Context: an optimization exercise on an open-source flow, tuned for small area and a short achievable clock period. The choices shown serve that exercise and are no tape-out recipe.
Power and IR drop assume default switching activity.

wip/willow:
## BMD_64_RWDMA_FSM
module BMD_64_RWDMA_FSM (
    clk,
    rst_n,
    init_rst_i,
    wdma_rst_o,
    mwr_len_i,
    mwr_count_i,
    wdma_start_o,
    wdma_addr_o,
    wdma_done_i,
    wdma_irq_o,
    next_wdma_addr_i,
    next_wdma_up_addr_i,
    next_wdma_valid_i,
    wdma_start_i,
    wdma_stop_i,
    wdma_running_o,
    wdma_frame_len_i,
    timeframe_end_i,
    wdma_buf_ptr_o,
    wdma_status_o,
    cc_timeout_o
);
==> flow/config.mk <==
export PLATFORM = sky130hd
export DESIGN_NAME = BMD_64_RWDMA_FSM
export DESIGN_NICKNAME = BMD_64_RWDMA_FSM
export VERILOG_FILES = /design/flow/design.v
export SDC_FILE = /design/flow/constraint.sdc
export NUM_CORES = 4
export LEC_CHECK = 0
export CAP_MARGIN = 20
export CORE_MARGIN = 2
export CORE_UTILIZATION = 60
export PLACE_DENSITY = 0.75
export SETUP_SLACK_MARGIN = 4.3
export SLEW_MARGIN = 20
export SYNTH_HIERARCHICAL = 1
export SYNTH_MINIMUM_KEEP_SIZE = 0
==> flow/constraint.sdc <==
create_clock -name core_clock -period 8.5 [get_ports {clk}]
set_input_delay 1.7000 -clock core_clock [delete_from_list [all_inputs] [get_ports {clk}]]
set_output_delay 1.7000 -clock core_clock [all_outputs]
set_load 0.01 [all_outputs]
standard.sh (not shown) runs the stock make flow with config.mk's settings and CLKGATE_MAP_FILE= SYNTH_SCRIPT=/design/flow/synth_recipe.tcl, a recipe that flattens the netlist after the stock synthesis.
==> flow/flow/run.sh <==
#!/bin/bash
# Standard layout, but with sky130_fd_sc_hd__buf_1 as the port buffer cell
# (instead of the default clkdlybuf4s50_1, which is larger and slower).
set -euo pipefail
export BUFFER_PORTS_ARGS="-buffer_cell sky130_fd_sc_hd__buf_1"
bash standard.sh finish > flow_make.log 2>&1
The inputs of wip/tundra differ from those of wip/willow as listed below.
--- a/flow/design.v
+++ b/flow/design.v
@@ -45,29 +45,28 @@
 output          cc_timeout_o;
 reg             wdma_irq_o;
 reg             wdma_start_o;
 reg             wdma_running_o;
 reg    [3:0]    wdma_status_o;
 reg             st_idle, st_load, st_wait, st_dma, st_check, st_stop;
 reg             prev_check;          
 reg             timeframe_end_prev;
 reg [15:0]      wdma_buf_cnt;
 reg             next_wdma_valid;
 reg             wdma_stop;
-reg [14:0]      to_lfsr;
-reg             cc_timeout_q;
+reg [15:0]      cnt_16bit;
 reg [1:0]       a_lo;
 reg [11:0]      a_hi;
 reg [26:0]      s_q;
 reg [26:0]      c_q;
-wire            cc_timeout_o = cc_timeout_q;
+wire            cc_timeout_o = cnt_16bit[15];
 wire            wdma_rst_o = timeframe_end_i & st_wait;
 wire [15:0]     wdma_buf_ptr_o = wdma_buf_cnt;
 wire [26:0]     mid;
     wire ag0 = s_q[0] & c_q[0];
     wire ap0;
     rw_x2 u_ap0 (.a(s_q[0]), .b(c_q[0]), .y(ap0));
     wire ag1 = s_q[1] & c_q[1];
     wire ap1;
     rw_x2 u_ap1 (.a(s_q[1]), .b(c_q[1]), .y(ap1));
     wire ag2 = s_q[2] & c_q[2];
     wire ap2;
@@ -881,32 +880,31 @@
     else if (dma_done) begin
         a_hi <= out_hi;
     end
     else if (init_rst_i) begin
         a_lo <= 2'b0;
         a_hi <= 12'b0;
     end
     else begin
         a_hi <= out_hi;
     end
 end
-wire            to_fb = to_lfsr[14] ^ to_lfsr[13] ^ (to_lfsr[13:0] == 14'd0);
 always @(posedge clk) begin
-    if (!rst_n || init_rst_i || timeframe_end_i) begin
-        to_lfsr <= 15'd0;
-        cc_timeout_q <= 1'b0;
+    if (!rst_n) begin
+        cnt_16bit <= 16'b0;
+    end
+    else if (init_rst_i || timeframe_end_i) begin
+        cnt_16bit <= 16'b0;
     end
-    else if (!cc_timeout_q && st_wait) begin
-        to_lfsr <= {to_lfsr[13:0], to_fb};
-        if (to_lfsr == 15'h4000)
-            cc_timeout_q <= 1'b1;
+    else if (!cnt_16bit[15] && st_wait) begin
+        cnt_16bit <= cnt_16bit + 16'd1;
     end
 end
 always @(posedge clk) begin
     prev_check <= st_check;
 end
 always @(posedge clk) begin
     if (!rst_n) begin
         st_idle  <= 1'b1;
         st_load  <= 1'b0;
         st_wait  <= 1'b0;
         st_dma   <= 1'b0;
- wip/tundra | status: complete | timing, DRC, antenna: pass
- As far as setup-violating endpoint count in the final report goes, wip/willow and wip/tundra are indistinguishable; the numbers are identical.
- Delta (wip/tundra minus wip/willow): netlist area before placement shows an increase of about 1.1%, global-route usage went up, area of the core rose by 0.36%, design area +1.4%, combinational share of power increased by 0.3 points relative to the old numbers.
- Between wip/willow and wip/tundra, the flow reports buffer count excluding the clock tree in the final layout increasing by a few percent.
- Going from wip/willow to wip/tundra, total wire length after detailed routing rose by 8.8%; count of multi-input gates now sits higher; fmax shows a reduction of 1.6%.
- Multi-input combinational area share, wip/tundra and wip/willow, higher one = wip/willow.
- Comparing wip/tundra and wip/willow, the higher growth of design area from synthesis to finish was measured on wip/tundra.
Function was not checked in any run of this note: the RTL went through the layout flow alone.

[what the ideal ports hide]
Ports are ideal in the flow. The routed layouts listed here were re-timed in OpenROAD. Step 1 assumes that a clkbuf_16 drives the clock port and a buf_2 every other input. Step 2 moves the port delays by t, midway between the first and last clock arrival at a register: inputs arrive t later, outputs are due t later. That takes back most of the time a late clock gives input paths. Three values: ideal ports, drivers, drivers and shift; two values: the first two.
run	t, ns	slack for setup (ns)	clock arrival spread, ns	worst slew at a driven data input, ns	cell pins on the clock port's net
wip/willow	0.446	4.315 / 4.274 / 3.902	0.009 / 0.009	0.06	1
wip/tundra	0.459	4.246 / 4.205 / 3.870	0.009 / 0.009	0.06	1
After both steps every run listed still meets setup and hold. For wip/willow, which loses most, drivers alone change the setup slack by -0.041 ns; drivers and shift together by -0.413 ns.
